This is an optimization exercise on Yosys and OpenROAD, whose aim is small area and a short achievable clock period, not a production implementation.
Only simulation tests tie the RTL to the original design; equivalence was not proved.

==> design/flow/design.v <==
module float_alu(op,a,b,clk,out);
input [31:0] a,b;
input [2:0] op;
input clk;
output reg [31:0] out;
localparam CUT = 12;    
function [45:0] xpos;
  input [31:0] x;
  reg [7:0] E; reg [22:0] m, keep; reg [4:0] k;
  integer i;
  begin
    m = x[22:0]; E = x[30:23]; k = ~E[4:0];
    for (i = 0; i < 23; i = i + 1) keep[i] = (i >= k);
    if (E[7:5] == 3'b100 && E[4:0] <= 5'd22)       
      xpos = {21'd0, 1'b1, m, 1'b0} << E[4:0];
    else if (E == 8'd127) xpos = 46'd1 << 23;
    else if (E[7:5] == 3'b011 && E[4:0] >= 5'd9)   
      xpos = {23'd0, m & keep};
    else xpos = 46'd0;
  end
endfunction
function [5:0] ctz23;
  input [22:0] f; integer i;
  begin ctz23 = 6'd23; for (i = 22; i >= 0; i = i - 1) if (f[i]) ctz23 = i; end
endfunction
function [5:0] clz46;
  input [45:0] x; integer i;
  begin clz46 = 6'd46; for (i = 0; i <= 45; i = i + 1) if (x[i]) clz46 = 45 - i; end
endfunction
function ge6;
  input [5:0] x; input [5:0] c;
  integer i; reg r;
  begin
    r = 1'b1;
    for (i = 0; i < 6; i = i + 1) r = c[i] ? (x[i] & r) : (x[i] | r);
    ge6 = r;
  end
endfunction
function [45:0] bkadd;
  input [45:0] a, b; input cin;
  reg [45:0] g, p, G, P; integer l, i;
  begin
    g = a & b; p = a ^ b;
    G = g; P = p;
    G[0] = g[0] | (p[0] & cin);
    for (l = 0; l < 6; l = l + 1)
      for (i = (2 << l) - 1; i < 46; i = i + (2 << l)) begin
        G[i] = G[i] | (P[i] & G[i - (1 << l)]);
        P[i] = P[i] & P[i - (1 << l)];
      end
    for (l = 4; l >= 0; l = l - 1)
      for (i = (3 << l) - 1; i < 46; i = i + (2 << l))
        G[i] = G[i] | (P[i] & G[i - (1 << l)]);
    bkadd = p ^ {G[44:0], cin};
  end
endfunction
function gev;
  input [5:0] x, y;
  integer i; reg r;
  begin
    r = 1'b1;
    for (i = 0; i < 6; i = i + 1) r = (x[i] & ~y[i]) | ((x[i] | ~y[i]) & r);
    gev = r;
  end
endfunction
function [45:0] rev46;
  input [45:0] x; integer i;
  begin for (i = 0; i < 46; i = i + 1) rev46[i] = x[45-i]; end
endfunction
reg [31:0] ar, br; reg [2:0] opr;
always @(posedge clk) begin ar <= a; br <= b; opr <= op; end
wire [45:0] xpa = xpos(ar), xpb = xpos(br);
wire [45:0] nIa = bkadd({23'd0, ~xpa[45:23]}, 46'd0, 1'b1), nFa = bkadd({23'd0, ~xpa[22:0]}, 46'd0, 1'b1);
wire [45:0] nIb = bkadd({23'd0, ~xpb[45:23]}, 46'd0, 1'b1), nFb = bkadd({23'd0, ~xpb[22:0]}, 46'd0, 1'b1);
wire [45:0] Xa = ar[31] ? {nIa[22:0], nFa[22:0]} : xpa;
wire [45:0] Xb = br[31] ? {nIb[22:0], nFb[22:0]} : xpb;
wire [5:0] ja = ctz23(xpa[22:0]), jb = ctz23(xpb[22:0]);
wire [5:0] Lb = clz46(Xb);
wire is_mul = (opr == 3'd2), is_div = (opr == 3'd3);
wire [22:0] Ib = Xb[45:23];
wire [5:0] Ibs = (|Ib[22:6]) ? 6'd63 : Ib[5:0];
wire [5:0] sha = is_mul ? ja : (opr == 3'd6) ? Ibs : 6'd0;
wire [45:0] Xa_s = Xa >> sha;
wire [45:0] xb_src = (is_mul | is_div) ? Xb : (opr == 3'd5) ? {46{1'b1}} : 46'd1;
wire [5:0] shb = is_mul ? (6'd23 - ja) : is_div ? Lb : (opr == 3'd7) ? Ibs : 6'd0;
wire [45:0] xb_in = is_mul ? rev46(xb_src) : xb_src;
wire [45:0] xb_sh = xb_in << shb;
wire [45:0] V = is_mul ? rev46(xb_sh) : is_div ? {1'b0, xb_sh[45:1]} : xb_sh;
wire is_as = (opr == 3'd0) || (opr == 3'd1);
wire [45:0] asb = Xb ^ {46{opr[0]}};
wire [46:0] asc;
wire [45:0] SR;
assign asc[0] = opr[0];
genvar gk;
generate for (gk = 0; gk < 46; gk = gk + 1) begin : rca
  assign SR[gk] = Xa[gk] ^ asb[gk] ^ asc[gk];
  assign asc[gk+1] = (Xa[gk] & asb[gk]) | (asc[gk] & (Xa[gk] ^ asb[gk]));
end endgenerate
wire [44:0] An = Xa[45:1];                      
wire [46:0] Ab = {2'b00, Xa_s[44:0]};           
wire [45:0] S [0:23];
wire [45:0] C [0:23];
wire [2:0] pd [0:22];    
reg [45:0] S_r, C_r; reg [45:0] V_r;
reg [3*CUT-1:0] dq_r;
reg div_r, as_r, mval_r, dz_r, op0_r;
reg [6:0] dsh_r; reg [5:0] s_r;
function [11:0] thr;
  input [2:0] d3;
  case (d3)
    3'd0: thr = {6'd12, 6'd51}; 3'd1: thr = {6'd14, 6'd49};
    3'd2: thr = {6'd15, 6'd48}; 3'd3: thr = {6'd16, 6'd47};
    3'd4, 3'd5: thr = {6'd19, 6'd44};
    default: thr = {6'd22, 6'd41};
  endcase
endfunction
wire [5:0] T2a, Tma, T2b, Tmb;
assign {T2a, Tma} = thr(V[43:41]);
assign {T2b, Tmb} = thr(V_r[43:41]);
genvar gi;
generate
  for (gi = 22; gi >= 0; gi = gi - 1) begin : rows
    wire [45:0] sin, cin_;
    wire [45:0] vv;
    wire dv;
    wire [2:0] bb;   
    wire [5:0] T2, Tm; wire DH;    
    if (gi == 22) begin
      assign sin = is_div ? {3'b000, An[44:2]} : 46'd0;   
      assign cin_ = 46'd0;
    end else if (gi == 22 - CUT) begin
      assign sin = S_r; assign cin_ = C_r;
    end else begin
      assign sin = S[gi+1]; assign cin_ = C[gi+1];
    end
    if (gi > 22 - CUT) begin
      assign vv = V; assign dv = is_div; assign T2 = T2a; assign Tm = Tma; assign DH = V[43];
      assign bb = {Xa_s[2*gi+1], Xa_s[2*gi], (gi == 0) ? 1'b0 : Xa_s[2*gi-1]};
    end else begin
      assign vv = V_r; assign dv = div_r; assign T2 = T2b; assign Tm = Tmb; assign DH = V_r[43];
      assign bb = {dq_r[2*gi+1], dq_r[2*gi], (gi == 0) ? 1'b0 : dq_r[2*gi-1]};
    end
    wire [1:0] nn = (gi == 22) ? (is_div ? An[1:0] : 2'b00) : 2'b00;
    wire [45:0] esum = bkadd({39'd0, sin[45:39]}, {39'd0, cin_[45:39]}, 1'b0);
    wire [6:0] est = esum[6:0];
    wire es = est[6];
    wire [5:0] e6 = est[5:0];
    wire p2 = gev(e6, T2), n1 = ~gev(e6, Tm);
    wire p1 = gev(e6, {4'b0001, DH, 1'b0});           
    wire n0 = ~gev(e6, {4'b1110, ~DH, 1'b1});         
    wire [2:0] qd = es ? (n1 ? 3'b110 : n0 ? 3'b101 : 3'b000)
                       : (p2 ? 3'b010 : p1 ? 3'b001 : 3'b000);
    reg [2:0] bd;
    always @(*) begin
      case (bb)
        3'b000, 3'b111: bd = 3'b000;
        3'b001, 3'b010: bd = 3'b101;
        3'b011: bd = 3'b110;
        3'b100: bd = 3'b010;
        default: bd = 3'b001;
      endcase
    end
    wire [2:0] e, eh;    
    drv dlo (.qd(qd), .bd(bd), .dv(dv), .c(e));
    if (gi <= 26 - CUT || gi == 23 - CUT) begin
      drv dhi (.qd(qd), .bd(bd), .dv(dv), .c(eh));
    end else begin
      assign eh = e;    
    end
    localparam integer SP = (gi == 23 - CUT || gi == 0) ? 23 : 38;
    wire [45:0] mg, vx = {vv[44:0], 1'b0};
    genvar gb;
    for (gb = 0; gb < 46; gb = gb + 1) begin : ob
      wire [2:0] c = (gb >= SP) ? eh : e;
      assign mg[gb] = (c[1] ? vx[gb] : (c[0] ? vv[gb] : 1'b0)) ^ c[2];
    end
    wire [45:0] o = mg;
    wire inv = e[2];
    wire [45:0] ys = {sin[43:0], nn};
    wire [45:0] yc = {cin_[43:0], 1'b0, inv};
    wire [45:0] so, cy;
    if (gi == 22) begin
      assign so = ys ^ yc ^ o;
      assign cy = (ys & yc) | (ys & o) | (yc & o);
    end else begin
      assign so[1:0] = {o[1], yc[0] ^ o[0]};
      assign cy[1:0] = {1'b0, yc[0] & o[0]};
      csa #(.W(43)) u (.a(ys[44:2]), .b(yc[44:2]), .c(o[44:2]), .s(so[44:2]), .cy(cy[44:2]));
      assign so[45] = ys[45] ^ yc[45] ^ o[45];
      assign cy[45] = 1'b0;
    end
    assign S[gi] = so;
    assign C[gi] = {cy[44:0], 1'b0};
    assign pd[gi] = {e[2] ? 1'b0 : (e[1] | e[0]), e[1:0]};    
  end
endgenerate
wire [6:0] dsh = 7'd45 - {1'b0, Lb};
wire [5:0] sdiv = 6'd23 + ja - jb;
wire [6:0] jsum = {1'b0, ja} + {1'b0, jb};
reg [3*CUT-1:0] dgp;
integer k;
always @(*) for (k = 0; k < CUT; k = k + 1) dgp[3*k +: 3] = pd[22-k];
always @(posedge clk) begin
  S_r <= S[23-CUT]; C_r <= C[23-CUT];
  V_r <= is_as ? SR : V;      
  dq_r <= is_div ? dgp : {{(3*CUT-2*(23-CUT)){1'b0}}, Xa_s[2*(23-CUT)-1:0]};
  div_r <= is_div; as_r <= is_as; op0_r <= (opr == 3'd0);
  mval_r <= ~is_mul | (jsum >= 7'd23);
  dz_r <= (Xb == 46'd0);     
  dsh_r <= dsh; s_r <= sdiv;
end
wire [45:0] T = bkadd(S[0], C[0], 1'b0);
wire rneg = T[45];
reg [45:0] Pq, Mq;
integer j;
always @(*) begin
  Pq = 0; Mq = 0;
  for (j = 0; j < 23; j = j + 1) begin
    if (j > 22 - CUT) begin
      if (dq_r[3*(22-j)+2]) Mq[2*j +: 2] = dq_r[3*(22-j) +: 2];
      else Pq[2*j +: 2] = dq_r[3*(22-j) +: 2];
    end else begin
      if (pd[j][2]) Mq[2*j +: 2] = pd[j][1:0];
      else Pq[2*j +: 2] = pd[j][1:0];
    end
  end
end
wire [45:0] qv = bkadd(Pq, ~Mq, ~rneg);
wire [68:0] qx = {qv[44:0], 24'd0};
wire [68:0] qs = qx >> dsh_r[5:0];
wire [45:0] dmask = ~((46'd1 << s_r) - 46'd1);
wire [45:0] divres = dz_r ? 46'd0 : (qs[45:0] & dmask);
wire [45:0] mulres = mval_r ? T[45:0] : 46'd0;
wire [45:0] R = as_r ? V_r : div_r ? divres : mulres;
wire nf = op0_r ? (R == 46'h200000000000) : R[45];
wire [45:0] nR = bkadd(~R, 46'd0, 1'b1);
wire [45:0] X = R[45] ? nR : R;
reg [4:0] jo; integer i;
always @(*) begin
  jo = 0;
  for (i = 1; i <= 22; i = i + 1) if (X[23+i]) jo = i;
end
wire [45:0] Xsh = X >> jo;
always @(posedge clk) begin
  if (X == 0) out <= 32'd0;
  else if (X[45:23] != 0) out <= {nf, 8'd127 + {3'd0, jo}, Xsh[22:0]};
  else out <= {nf, 8'd148, X[21:0], 1'b0};
end
endmodule
module csa #(parameter W = 8) (input [W-1:0] a, input [W-1:0] b, input [W-1:0] c,
                               output [W-1:0] s, output [W-1:0] cy);
  assign s = a ^ b ^ c;
  assign cy = (a & b) | (a & c) | (b & c);
endmodule
module drv(input [2:0] qd, input [2:0] bd, input dv, output [2:0] c);
  wire [2:0] e = dv ? qd : bd;    
  assign c = {~e[2] & (e[1] | e[0]), e[1:0]};
endmodule
==> design/flow/run.sh <==
#!/bin/bash
# synth_recipe.tcl (not shown) runs the flow's synth.tcl, then flattens the netlist and writes it again
# the make line also repeats each setting of config.mk as NAME=value (left out here)
make -C /OpenROAD-flow-scripts/flow DESIGN_CONFIG=/design/flow/config.mk WORK_HOME=/design/flow/orfs CLKGATE_MAP_FILE= SYNTH_SCRIPT=/design/flow/synth_recipe.tcl finish
==> design/flow/config.mk <==
export PLATFORM = sky130hd
export DESIGN_NAME = float_alu
export DESIGN_NICKNAME = float_alu
export VERILOG_FILES = /design/flow/design.v
export SDC_FILE = /design/flow/constraint.sdc
export NUM_CORES = 4
export LEC_CHECK = 0
export ABC_AREA = 1
export CAP_MARGIN = 30
export CORE_MARGIN = 2
export CORE_UTILIZATION = 40
export SLEW_MARGIN = 30
export SYNTH_HIERARCHICAL = 1
==> design/flow/constraint.sdc <==
create_clock -name core_clock -period 300.0 [get_ports {clk}]
set_input_delay 60.0000 -clock core_clock [delete_from_list [all_inputs] [get_ports {clk}]]
set_output_delay 60.0000 -clock core_clock [all_outputs]
set_load 0.01 [all_outputs]
==> run_results.csv, run 1 <==
group,metric,value,unit
logic_synthesis,synth_warnings,7,
outcome,outcome,"no timing/DRC/antenna violations",
drt,drc,0,
place,dp.cells,14200,
worst_setup_path,start_kind,"flop",
floorplan,coreArea,209600,um2
logic_synthesis,syn_avg_cell_area,7.132,um2
sta,clock_skew,0.07484,ns
logic_synthesis,yosys.area.top_type_share,25.61,%
floorplan,ios,100,
drt,viasPerCell,6.124,
drt,antenna_left,0,
drt,drt_iter0_markers,11770,
floorplan,die_y,463.2,um
sta,drv_slew,0,
final_layout,regArea,5774,um2
floorplan,start_util,40.24,%
global_route,grt_antenna_before_repair,19,
logic_synthesis,yosysMostFrequentCell,"nand2_1",
worst_setup_path,r2r_cells,290,
place,dpl.hpwl,297100,um
global_route,grt.overflow.total,0,
final_layout,final_net_count,12910,
final_layout,n_fill_cell,21750,
drt,vias,87480,
cts,cts_tree,"yes",
worst_setup_path,path_class,"flop to output pin",
worst_hold_path,hold_class,"flop to flop",
sta,fmax,16.25,MHz
sta,slew_headroom,27.03,%
logic_synthesis,ys.flop_type,"dfxtp_1",
sta,hold_violations,0,
cts,cts-resized-gates,0,
cts,cts_buffers,39,
drt,drt-wirelength-per-cell,27.12,um
global_route,grt_pass1_wl,565800,um
worst_setup_path,crit_chain,"clkdlybuf4s50_1",
cts,htree_levels,2,
sta,finalSetupViolCount,0,
cts,cts.clk_slew.worst_paths,0.07,ns
worst_setup_path,crit_family,"buffers and inverters",
logic_synthesis,ys_seq_area_share,6.837,%
floorplan,die_area,214500,um2
sta,tns,0,ns
logic_synthesis,synth_edf_count,0,
worst_setup_path,cp-end-kind,"output pin",
logic_synthesis,synth_top_area_cell,"fa_1",
place,gp_congestion,1.038,
worst_setup_path,path_depth,1,
logic_synthesis,synth.area.top_cells,"fa_1, xor2_1, nand2_1",
logic_synthesis,synthTopCellsByCount,"nand2_1, xor2_1, fa_1",
sta,post-route-period-util,20.51,%
global_route,first_global_vias,84660,
floorplan,die_w,463.2,um
worst_setup_path,required,240.00,ns
worst_setup_path,worst-path-buf-inv,1,
cts,cts-hold-fix-buffers,0,
logic_synthesis,synth.distinct_cells,75,
worst_setup_path,slowest_stage,"clkdlybuf4s50_1",
logic_synthesis,synthArstFlopShare,0,%
drt,drt_wl_total,387400,um
final_layout,drive_above_1_share,6.799,%
sta,rsz0062_at_grt,"no",
sta,finalCriticalPeriod,61.54,ns
logic_synthesis,netlist_area,84330,um2
worst_setup_path,cpPeakStageDelay,0.55,ns
job,maxCapViolCount,0,
final_layout,final_cells,14290,
cts,cts_setup_buffers,0,
cts,clk_latency,0.68,ns
worst_setup_path,crit_arrival,1.54,ns
drt,first_pass_iters,7,
logic_synthesis,ys_ff_latch,288,
worst_hold_path,whs_path_depth,3,
cts,cts-root-buf,"clkbuf_16",
global_route,grt_max_degree,90,
worst_setup_path,critPathMaxFanout,1,
logic_synthesis,synth_cells,11820,
final_layout,multiInputGateArea,71540,um2
cts,clock_path_buffers,3,
place,io_buffer_count,99,
sta,tightest_slew,1.085,ns
floorplan,num_rows,168,
final_layout,area_delta_synth_final,6.071,%
cts,cts.sinks,288,
global_route,track_usage,34.96,%
==> per-module statistics from Yosys (local to each module, per instance), excerpt <==
| module | flip-flops and latches | area (um2) |
|---|---|---|
| drv | 0 | 55.05 |
| float_alu | 288 | 63300 |
==> metrics by stage <==
step           worst slack [ns]  instance area, um2  utilization, %  hold WS (ns)
2_1_floorplan            239.67               84490               -        0.4363
3_3_place_gp             239.18               87910           41.95        0.8796
3_5_place_dp             239.15               88000           41.99        0.8591
4_1_cts                  238.44               89330           42.62        0.8113
5_1_grt                  236.00               89430           42.67        0.8897
6_report                 238.46               89450           42.68        0.9064
==> worst reg2reg max path: cells and delay by family, from the launching register on <==
| family | cells | cell delay [ns] |
|---|---|---|
| DFF | 1 | 0.31 |
| adders and majority gates | 54 | 21.07 |
| buffers and inverters | 36 | 6.12 |
| xor gates and xnor gates | 14 | 3.47 |
| muxes | 1 | 0.21 |
| AOI/OAI and AO/OA | 72 | 14.74 |
| and+or+nand+nor | 113 | 14.04 |
==> sequential cells by signal (all words and copies together) (netlist names), 3 cells and up <==
register / count
S_r: 46
V_r: 46
C_r: 44
dq_r: 36
ar: 32
br: 32
out: 32
dsh_r: 6
s_r: 6
opr: 3
==> layout by cell type (no fill, tap or decap), drive strengths merged, types with 25 or more instances in the layout <==
master | synthesis | final
nand2 | 2482 | 2482
xor2 | 1173 | 1173
inv | 1080 | 1087
fa | 1079 | 1079
o22ai | 1009 | 1009
nand3 | 899 | 899
o21ai | 829 | 829
nor2 | 745 | 745
ha | 320 | 320
dfxtp | 288 | 288
buf | 309 | 273
a21oi | 257 | 257
xnor2 | 135 | 135
clkdlybuf4s50 | 0 | 99
nor3 | 84 | 84
o211ai | 64 | 64
or2 | 59 | 59
nand4 | 54 | 54
a221oi | 47 | 47
clkbuf | 530 | 47
conb | 2 | 46
o2111ai | 41 | 41
mux2i | 38 | 38
clkinv | 27 | 37
a31oi | 36 | 36
o221ai | 35 | 35
a22oi | 25 | 25
==> layer usage <==
metal	GRT usage (%)	wire (um)	share of wire (%)
met1	44.51	149500	39
met2	53.34	166400	43
met3	8.095	41580	11
met4	21.94	29830	7.7
met5	0	72	0.019
==> cells by family (layout without fill, tap and decap cells) <==
kind of cell | Yosys count | count (layout) | share of synthesized area (%)
and+or+nand+nor | 4380 | 4380 | 22.17
AOI/OAI and AO/OA | 2452 | 2452 | 17.42
buffers and inverters | 1946 | 1550 | 9.019
adders and majority gates | 1409 | 1409 | 30.48
xor gates and xnor gates | 1308 | 1308 | 13.59
DFF | 288 | 288 | 6.837
muxes | 39 | 39 | 0.4644
other | 2 | 54 | 0.008906
==> path summary, 6_finish.rpt <==
| kind | slack [ns] | startpoint | to |
|---|---|---|---|
| hold reg to reg | 0.91 | op0_r | out[31] |
| setup / recovery | 238.46 | out[9] | out[9] |
| setup reg to reg | 239.85 | V_r[43] | out[7] |
| hold / removal | 0.91 | op0_r | out[31] |
==> layout make-up <==
type / count / share of cell area [%]
tap: 2805 / 3.924
timing repair buffer: 372 / 3.479
inverter: 1107 / 4.655
multi-input combinational: 9634 / 79.98
antenna: 8 / 0.02238
clock buffer: 47 / 1.160
sequential: 288 / 6.455
clock inverter: 24 / 0.3231
==> run 2, diff against run 1 <==
--- a/design/flow/config.mk
+++ b/design/flow/config.mk
@@ -6,8 +6,10 @@
 export NUM_CORES = 4
 export LEC_CHECK = 0
 export ABC_AREA = 1
-export CAP_MARGIN = 30
+export CAP_MARGIN = 40
 export CORE_MARGIN = 2
 export CORE_UTILIZATION = 40
-export SLEW_MARGIN = 30
+export CTS_BUF_LIST = sky130_fd_sc_hd__clkbuf_8
+export CTS_CLUSTER_SIZE = 16
+export SLEW_MARGIN = 40
 export SYNTH_HIERARCHICAL = 1
==> run 2 against run 1 <==
Net effect: setup slack lost 0.19 ns; worst hold slack worse by 0.063 ns; still clean on timing, DRC and antenna; synthesized area is the same; sequential share of layout area barely moved; routed wire length down 0.22%; synthesized cell count unchanged.
==> run_results.csv, run 2 <==
group,metric,value,unit
outcome,outcome,"no timing/DRC/antenna violations",
global_route,grt_use_met1,44.30,%
sta,finalCriticalPeriod,61.73,ns
worst_setup_path,path_class,"flop to output pin",
logic_synthesis,synth.area.top_cells,"fa_1, xor2_1, nand2_1",
final_layout,drive_above_1_share,7.127,%
worst_setup_path,start_kind,"flop",
logic_synthesis,synthTopCellsByCount,"nand2_1, xor2_1, fa_1",
drt,first_pass_iters,9,
sta,tns,0,ns
global_route,busiest_layer,"met2",
floorplan,die_y,463.2,um
worst_hold_path,hold_class,"flop to flop",
logic_synthesis,synth_warnings,7,
drt,viasPerCell,6.100,
floorplan,ios,100,
global_route,grt_antenna_before_repair,16,
place,placed_area,88070,um2
sta,post-route-period-util,20.58,%
worst_setup_path,crit_chain,"clkdlybuf4s50_1",
final_layout,final_common_cell,"nand2_1",
cts,htree_levels,2,
final_layout,mostFrequentLayoutCells,"nand2_1, xor2_1, fa_1, o22ai_1, inv_1",
drt,antenna_left,0,
cts,cts-root-buf,"clkbuf_8",
drt,drt_wl_total,386500,um
final_layout,top_regs,"S_r: 46 flops, V_r: 46 flops, C_r: 44 flops",
cts,clock_path_buffers,3,
sta,fmax,16.20,MHz
floorplan,coreArea,209600,um2
place,io_buffer_count,99,
cts,cts_tree,"yes",
floorplan,num_rows,168,
global_route,first_global_vias,84540,
logic_synthesis,synth_top_area_cell,"fa_1",
cts,cts.sinks,288,
sta,rsz0062_at_grt,"no",
global_route,grt_pass1_wl,564400,um
place,dpl.hpwl,297100,um
drt,drt_iter0_markers,11550,
sta,clock_skew,0.1152,ns
drt,drt-wirelength-per-cell,27.00,um
place,gp_congestion,1.038,
worst_setup_path,cp-end-kind,"output pin",
floorplan,start_util,40.24,%
cts,cts_buffers,56,
global_route,grt.overflow.total,0,
global_route,grt_max_degree,73,
worst_setup_path,critPathMaxFanout,1,
logic_synthesis,synth.distinct_cells,75,
worst_setup_path,crit_family,"buffers and inverters",
global_route,met3_usage,8.098,%
cts,cts-resized-gates,0,
sta,finalSetupViolCount,0,
final_layout,final_net_count,12930,
global_route,track_usage,34.88,%
job,maxCapViolCount,0,
cts,cts-hold-fix-buffers,0,
global_route,met2_usage,52.63,%
final_layout,n_fill_cell,21670,
logic_synthesis,syn_avg_cell_area,7.132,um2
drt,vias,87350,
floorplan,die_w,463.2,um
logic_synthesis,yosys.area.top_type_share,25.61,%
sta,hold_slack,0.8437,ns
cts,cts.clk_slew.worst_paths,0.07,ns
worst_setup_path,required,240.00,ns
logic_synthesis,synth_cells,11820,
logic_synthesis,ys_seq_area_share,6.837,%
sta,tightest_slew,1.076,ns
sta,slew_headroom,27.73,%
floorplan,die_area,214500,um2
cts,clk_latency,0.86,ns
logic_synthesis,synth_edf_count,0,
final_layout,final_area,89470,um2
logic_synthesis,ys.flop_type,"dfxtp_1",
worst_setup_path,cpPeakStageDelay,0.55,ns
worst_setup_path,crit_arrival,1.73,ns
worst_setup_path,worst-path-buf-inv,1,
worst_setup_path,slowest_stage,"clkdlybuf4s50_1",
cts,cts_setup_buffers,0,
logic_synthesis,netlist_area,84330,um2
sta,hold_violations,0,
logic_synthesis,yosysMostFrequentCell,"nand2_1",
sta,drv_slew,0,
logic_synthesis,synthArstFlopShare,0,%
logic_synthesis,ys_ff_latch,288,
drt,drc,0,
final_layout,area_delta_synth_final,6.095,%
==> run 2: cell counts after synthesis <==
Identical to the previous run, type by type.
==> run 2: logic make-up (layout without fill, tap and decap cells) <==
group                      count (synthesis)  count (layout)  share of synthesized area [%]
buffers and inverters                   1946            1584                          9.019
AOI/OAI and AO/OA                       2452            2452                          17.42
and+or+nand+nor                         4380            4380                          22.17
other                                      2              54                       0.008906
adders and majority gates               1409            1409                          30.48
muxes                                     39              39                         0.4644
DFF                                      288             288                          6.837
xor gates and xnor gates                1308            1308                          13.59
==> run 2: metal layers <==
| metal | up-vias | part of all wire, % |
|---|---|---|
| li1 | 38470 | - |
| met1 | 42420 | 39 |
| met2 | 5340 | 43 |
| met3 | 1109 | 11 |
| met4 | 10 | 8.1 |
| met5 | - | 0.020 |
==> run 2: final timing paths <==
path                              start      end  slack [ns]  cells past startpoint
worst min-delay path              op0_r  out[31]        0.84                      3
worst max-delay path             out[9]   out[9]      238.27                      1
worst max register to register  V_r[43]   out[7]      240.83                    305
worst min register to register    op0_r  out[31]        0.84                      3
==> run 2: area by class of cell <==
cell class / instances / area, um2 / share of cell area [%]
diodes: 8 / 20.02 / 0.02238
inverters: 1107 / 4167 / 4.657
clock inverters: 38 / 389.1 / 0.4349
well taps: 2805 / 3510 / 3.923
clock buffers: 67 / 922.1 / 1.031
repair buffers: 372 / 3098 / 3.463
multi-input cells: 9634 / 71590 / 80.02
flip-flops and latches: 288 / 5774 / 6.454
==> run 2: metrics by stage <==
stage / utilization, % / setup WS [ns] / cells
2_1_floorplan: - / 239.67 / 11870
3_3_place_gp: 41.95 / 239.18 / 14200
3_5_place_dp: 42.02 / 239.15 / 14200
4_1_cts: 42.65 / 238.22 / 14310
5_1_grt: 42.69 / 236.76 / 14310
6_report: 42.69 / 238.27 / 14320
==> run 2: modules after synthesis, one instance, submodules excluded, excerpt <==
| module | times used | cells |
|---|---|---|
| drv | 38 | 12 |
| float_alu | 1 | 10420 |
==> run 3, diff against run 2 <==
--- a/design/flow/design.v
+++ b/design/flow/design.v
@@ -79,7 +79,7 @@
 wire is_mul = (opr == 3'd2), is_div = (opr == 3'd3);
 wire [22:0] Ib = Xb[45:23];
 wire [5:0] Ibs = (|Ib[22:6]) ? 6'd63 : Ib[5:0];
-wire [5:0] sha = is_mul ? ja : (opr == 3'd6) ? Ibs : 6'd0;
+wire [5:0] sha = is_mul ? ja : (opr == 3'd6) ? Ibs : is_div ? 6'd63 : 6'd0;
 wire [45:0] Xa_s = Xa >> sha;
 wire [45:0] xb_src = (is_mul | is_div) ? Xb : (opr == 3'd5) ? {46{1'b1}} : 46'd1;
 wire [5:0] shb = is_mul ? (6'd23 - ja) : is_div ? Lb : (opr == 3'd7) ? Ibs : 6'd0;
@@ -114,17 +114,21 @@
     default: thr = {6'd22, 6'd41};
   endcase
 endfunction
-wire [5:0] T2a, Tma, T2b, Tmb;
-assign {T2a, Tma} = thr(V[43:41]);
-assign {T2b, Tmb} = thr(V_r[43:41]);
+wire [5:0] T2a, Tma, T2b, Tmb, T1a, T0a, T1b, T0b;
+assign {T2a, Tma} = is_div ? thr(V[43:41]) : {6'd0, 6'd0};
+assign {T2b, Tmb} = div_r ? thr(V_r[43:41]) : {6'd0, 6'd0};
+assign T1a = {4'b0001, V[43], 1'b0};                        
+assign T0a = is_div ? {4'b1110, ~V[43], 1'b1} : 6'd0;       
+assign T1b = {4'b0001, V_r[43], 1'b0};
+assign T0b = div_r ? {4'b1110, ~V_r[43], 1'b1} : 6'd0;
 genvar gi;
 generate
   for (gi = 22; gi >= 0; gi = gi - 1) begin : rows
     wire [45:0] sin, cin_;
     wire [45:0] vv;
+    wire [2:0] bb;   
+    wire [5:0] T2, Tm, T1, T0;    
     wire dv;
-    wire [2:0] bb;   
-    wire [5:0] T2, Tm; wire DH;    
     if (gi == 22) begin
       assign sin = is_div ? {3'b000, An[44:2]} : 46'd0;   
       assign cin_ = 46'd0;
@@ -134,20 +138,19 @@
       assign sin = S[gi+1]; assign cin_ = C[gi+1];
     end
     if (gi > 22 - CUT) begin
-      assign vv = V; assign dv = is_div; assign T2 = T2a; assign Tm = Tma; assign DH = V[43];
+      assign vv = V; assign dv = is_div; assign T2 = T2a; assign Tm = Tma; assign T1 = T1a; assign T0 = T0a;
       assign bb = {Xa_s[2*gi+1], Xa_s[2*gi], (gi == 0) ? 1'b0 : Xa_s[2*gi-1]};
     end else begin
-      assign vv = V_r; assign dv = div_r; assign T2 = T2b; assign Tm = Tmb; assign DH = V_r[43];
-      assign bb = {dq_r[2*gi+1], dq_r[2*gi], (gi == 0) ? 1'b0 : dq_r[2*gi-1]};
+      assign vv = V_r; assign dv = div_r; assign T2 = T2b; assign Tm = Tmb; assign T1 = T1b; assign T0 = T0b;
+      assign bb = {dq_r[2*gi+1], dq_r[2*gi], (gi == 0) ? 1'b0 : dq_r[2*gi-1]} & {3{~div_r}};
     end
     wire [1:0] nn = (gi == 22) ? (is_div ? An[1:0] : 2'b00) : 2'b00;
     wire [45:0] esum = bkadd({39'd0, sin[45:39]}, {39'd0, cin_[45:39]}, 1'b0);
     wire [6:0] est = esum[6:0];
     wire es = est[6];
     wire [5:0] e6 = est[5:0];
-    wire p2 = gev(e6, T2), n1 = ~gev(e6, Tm);
-    wire p1 = gev(e6, {4'b0001, DH, 1'b0});           
-    wire n0 = ~gev(e6, {4'b1110, ~DH, 1'b1});         
+    wire p2 = gev(e6, T2) & dv, n1 = ~gev(e6, Tm);
+    wire p1 = gev(e6, T1) & dv, n0 = ~gev(e6, T0);
     wire [2:0] qd = es ? (n1 ? 3'b110 : n0 ? 3'b101 : 3'b000)
                        : (p2 ? 3'b010 : p1 ? 3'b001 : 3'b000);
     reg [2:0] bd;
@@ -161,9 +164,9 @@
       endcase
     end
     wire [2:0] e, eh;    
-    drv dlo (.qd(qd), .bd(bd), .dv(dv), .c(e));
+    drv dlo (.qd(qd), .bd(bd), .c(e));
     if (gi <= 26 - CUT || gi == 23 - CUT) begin
-      drv dhi (.qd(qd), .bd(bd), .dv(dv), .c(eh));
+      drv dhi (.qd(qd), .bd(bd), .c(eh));
     end else begin
       assign eh = e;    
     end
@@ -252,7 +255,7 @@
   assign s = a ^ b ^ c;
   assign cy = (a & b) | (a & c) | (b & c);
 endmodule
-module drv(input [2:0] qd, input [2:0] bd, input dv, output [2:0] c);
-  wire [2:0] e = dv ? qd : bd;    
+module drv(input [2:0] qd, input [2:0] bd, output [2:0] c);
+  wire [2:0] e = qd | bd;    
   assign c = {~e[2] & (e[1] | e[0]), e[1:0]};
 endmodule
--- a/design/flow/config.mk
+++ b/design/flow/config.mk
@@ -8,8 +8,6 @@
 export ABC_AREA = 1
 export CAP_MARGIN = 40
 export CORE_MARGIN = 2
-export CORE_UTILIZATION = 40
-export CTS_BUF_LIST = sky130_fd_sc_hd__clkbuf_8
-export CTS_CLUSTER_SIZE = 16
+export CORE_UTILIZATION = 55
 export SLEW_MARGIN = 40
 export SYNTH_HIERARCHICAL = 1
==> run 3 against run 2 <==
Net effect: non-clock buffer count shrank 26; final cell count decreased by 4.6%; setup slack improved by 0.22 ns; register-to-register slack worse by 2.0 ns; clock skew down 0.067 ns; worst hold slack worse by 0.15 ns; synthesized area grew 1.1%; first-iteration DRC count down 3.7%; sequential cell count is the same; synthesized cell count grew 1.9%.
==> run_results.csv, run 3 <==
group,metric,value,unit
logic_synthesis,ys_seq_area_share,6.760,%
sta,post-route-period-util,20.50,%
logic_synthesis,synth_edf_count,0,
global_route,track_usage,44.57,%
cts,cts_buffers,39,
cts,clk_latency,0.64,ns
drt,drt_wl_total,360900,um
sta,hold_violations,0,
worst_setup_path,path_class,"flop to output pin",
logic_synthesis,ys.flop_type,"dfxtp_1",
worst_setup_path,slowest_stage,"clkdlybuf4s50_1",
cts,cts.clk_slew.worst_paths,0.06,ns
worst_setup_path,crit_chain,"clkdlybuf4s50_1",
cts,cts-root-buf,"clkbuf_16",
worst_setup_path,crit_family,"buffers and inverters",
sta,fmax,16.26,MHz
floorplan,start_util,55.36,%
cts,htree_levels,2,
sta,tightest_slew,1.050,ns
place,gp_congestion,1.055,
logic_synthesis,netlist_area,85280,um2
global_route,grt.overflow.total,0,
drt,drc,0,
logic_synthesis,synthArstFlopShare,0,%
floorplan,die_area,158200,um2
sta,tns,0,ns
worst_setup_path,crit_start,"out[25]",
place,io_buffer_count,99,
logic_synthesis,yosys.area.top_type_share,25.33,%
floorplan,die_y,397.8,um
place,dpl.hpwl,283900,um
final_layout,top_regs,"S_r: 46 flops, V_r: 46 flops, C_r: 44 flops",
cts,cts_setup_buffers,0,
cts,cts-resized-gates,0,
floorplan,ios,100,
cts,cts_tree,"yes",
global_route,grt_max_degree,95,
floorplan,die_w,397.8,um
worst_setup_path,required,240.00,ns
logic_synthesis,synth.distinct_cells,76,
global_route,met2_usage,71.09,%
logic_synthesis,ys_ff_latch,288,
final_layout,final_area,89320,um2
worst_setup_path,critPathMaxFanout,1,
logic_synthesis,syn_avg_cell_area,7.076,um2
sta,finalCriticalPeriod,61.51,ns
worst_setup_path,cpPeakStageDelay,0.55,ns
sta,drv_slew,0,
worst_hold_path,hp-start,"op0_r",
sta,finalSetupViolCount,0,
cts,clock_path_buffers,3,
cts,cts.sinks,288,
worst_hold_path,hold_class,"flop to flop",
global_route,busiest_layer,"met2",
logic_synthesis,synthTopCellsByCount,"nand2_1, o21ai_0, xor2_1",
floorplan,num_rows,144,
logic_synthesis,synth_cells,12050,
drt,first_pass_iters,16,
sta,slew_headroom,29.99,%
floorplan,coreArea,154000,um2
drt,vias,89420,
worst_setup_path,worst-path-buf-inv,1,
job,maxCapViolCount,0,
global_route,first_global_vias,87380,
place,placed_area,87840,um2
global_route,met3_usage,9.634,%
worst_setup_path,crit_arrival,1.51,ns
sta,clock_skew,0.04831,ns
logic_synthesis,synth_warnings,7,
worst_setup_path,cp-end-kind,"output pin",
sta,rsz0062_at_grt,"no",
final_layout,mostFrequentLayoutCells,"nand2_1, o21ai_0, xor2_1, fa_1, inv_1",
final_layout,drive_above_1_share,5.702,%
drt,drt-wirelength-per-cell,26.41,um
global_route,grt_antenna_before_repair,29,
global_route,grt_pass1_wl,536800,um
final_layout,final_net_count,13030,
cts,cts-hold-fix-buffers,0,
global_route,grt_use_met1,51.58,%
outcome,outcome,"no timing/DRC/antenna violations",
worst_setup_path,start_kind,"flop",
final_layout,area_delta_synth_final,4.734,%
drt,drt_iter0_markers,11130,
logic_synthesis,synth_top_area_cell,"fa_1",
worst_setup_path,r2r_start,"V_r[41]",
logic_synthesis,synth.area.top_cells,"fa_1, xor2_1, nand2_1",
drt,antenna_left,0,
logic_synthesis,yosysMostFrequentCell,"nand2_1",
final_layout,final_common_cell,"nand2_1",
drt,viasPerCell,6.543,
-- run 3: through the flow --
step | setup WS, ns | cells | hold slack [ns] | utilization [%]
finish | 238.49 | 13670 | 0.6975 | 57.98
global route | 235.71 | 13660 | 0.7020 | 57.96
CTS | 238.46 | 13650 | 0.6760 | 57.90
detailed placement | 239.14 | 13580 | 0.6552 | 57.02
global placement | 239.18 | 13570 | 0.6637 | 56.82
floorplan | 239.67 | 12100 | 0.4447 | -
-- run 3: final timing paths --
check / end / slack (ns) / cells after the start
max reg2reg: out[8] / 238.79 / 295
max: out[25] / 238.49 / 1
min reg2reg: out[31] / 0.70 / 3
min: out[31] / 0.70 / 3
-- run 3: cell families after synthesis --
group / Yosys count / synth area share (%)
AND/OR/NAND/NOR: 4067 / 20.38
XOR/XNOR: 1306 / 13.42
AO/OA/AOI/OAI: 2931 / 19.83
buffers and inverters: 2026 / 9.221
flip-flops: 288 / 6.760
other: 2 / 0.008806
multiplexers: 43 / 0.5091
adder cells (fa/ha/maj): 1389 / 29.87
-- run 3: per-module statistics from Yosys, one instance, submodules excluded, excerpt --
module,times used,cells inside
drv,38,8
float_alu,1,10800
-- run 3: layout make-up --
class | instances | area [um2]
Multi-Input combinational cell | 9782 | 72350
Fill cell | 14670 | 64730
Sequential cell | 288 | 5768
Inverter | 1122 | 4229
Timing Repair Buffer | 346 | 3020
Tap cell | 2044 | 2557
Clock buffer | 48 | 1050
Clock inverter | 23 | 310.3
Antenna cell | 13 | 32.53
-- run 3: routing by layer --
metal | vias to the layer above | part of all wire [%]
met2 | 5955 | 45
met3 | 1541 | 10
met5 | - | 0.036
met4 | 20 | 9.8
met1 | 42790 | 35
li1 | 39120 | -

==> port drivers added, routing unchanged <==
The results above use ideal ports. As a check the final layouts listed here were re-extracted and re-timed, cells and wires unchanged.
Step 1 assumes that a clkbuf_16 drives the clock port and a buf_2 every other input.
Step 2 adds t to the input delays and takes it off the output delays; t is the mean of the earliest and latest rising clock arrival at the registers after step 1. Input paths then give back, and output paths get back, about the clock's delay inside the block.
Three values: ideal ports, drivers, drivers and shift; two values: the first two.
| run | shift t [ns] | setup slack, ns | worst setup path at the end | slew at the worst register clock pin (ns) | pins driven straight from the clock port |
|---|---|---|---|---|---|
| run 1 | 0.740 | 238.463 / 238.367 / 239.107 | register to output | 0.07 / 0.07 | 1 |
| run 2 | 0.902 | 238.273 / 238.180 / 239.082 | register to output | 0.08 / 0.08 | 1 |
| run 3 | 0.706 | 238.490 / 238.411 / 238.793 | register to register | 0.07 / 0.07 | 1 |
After both steps every run listed still meets setup and hold.
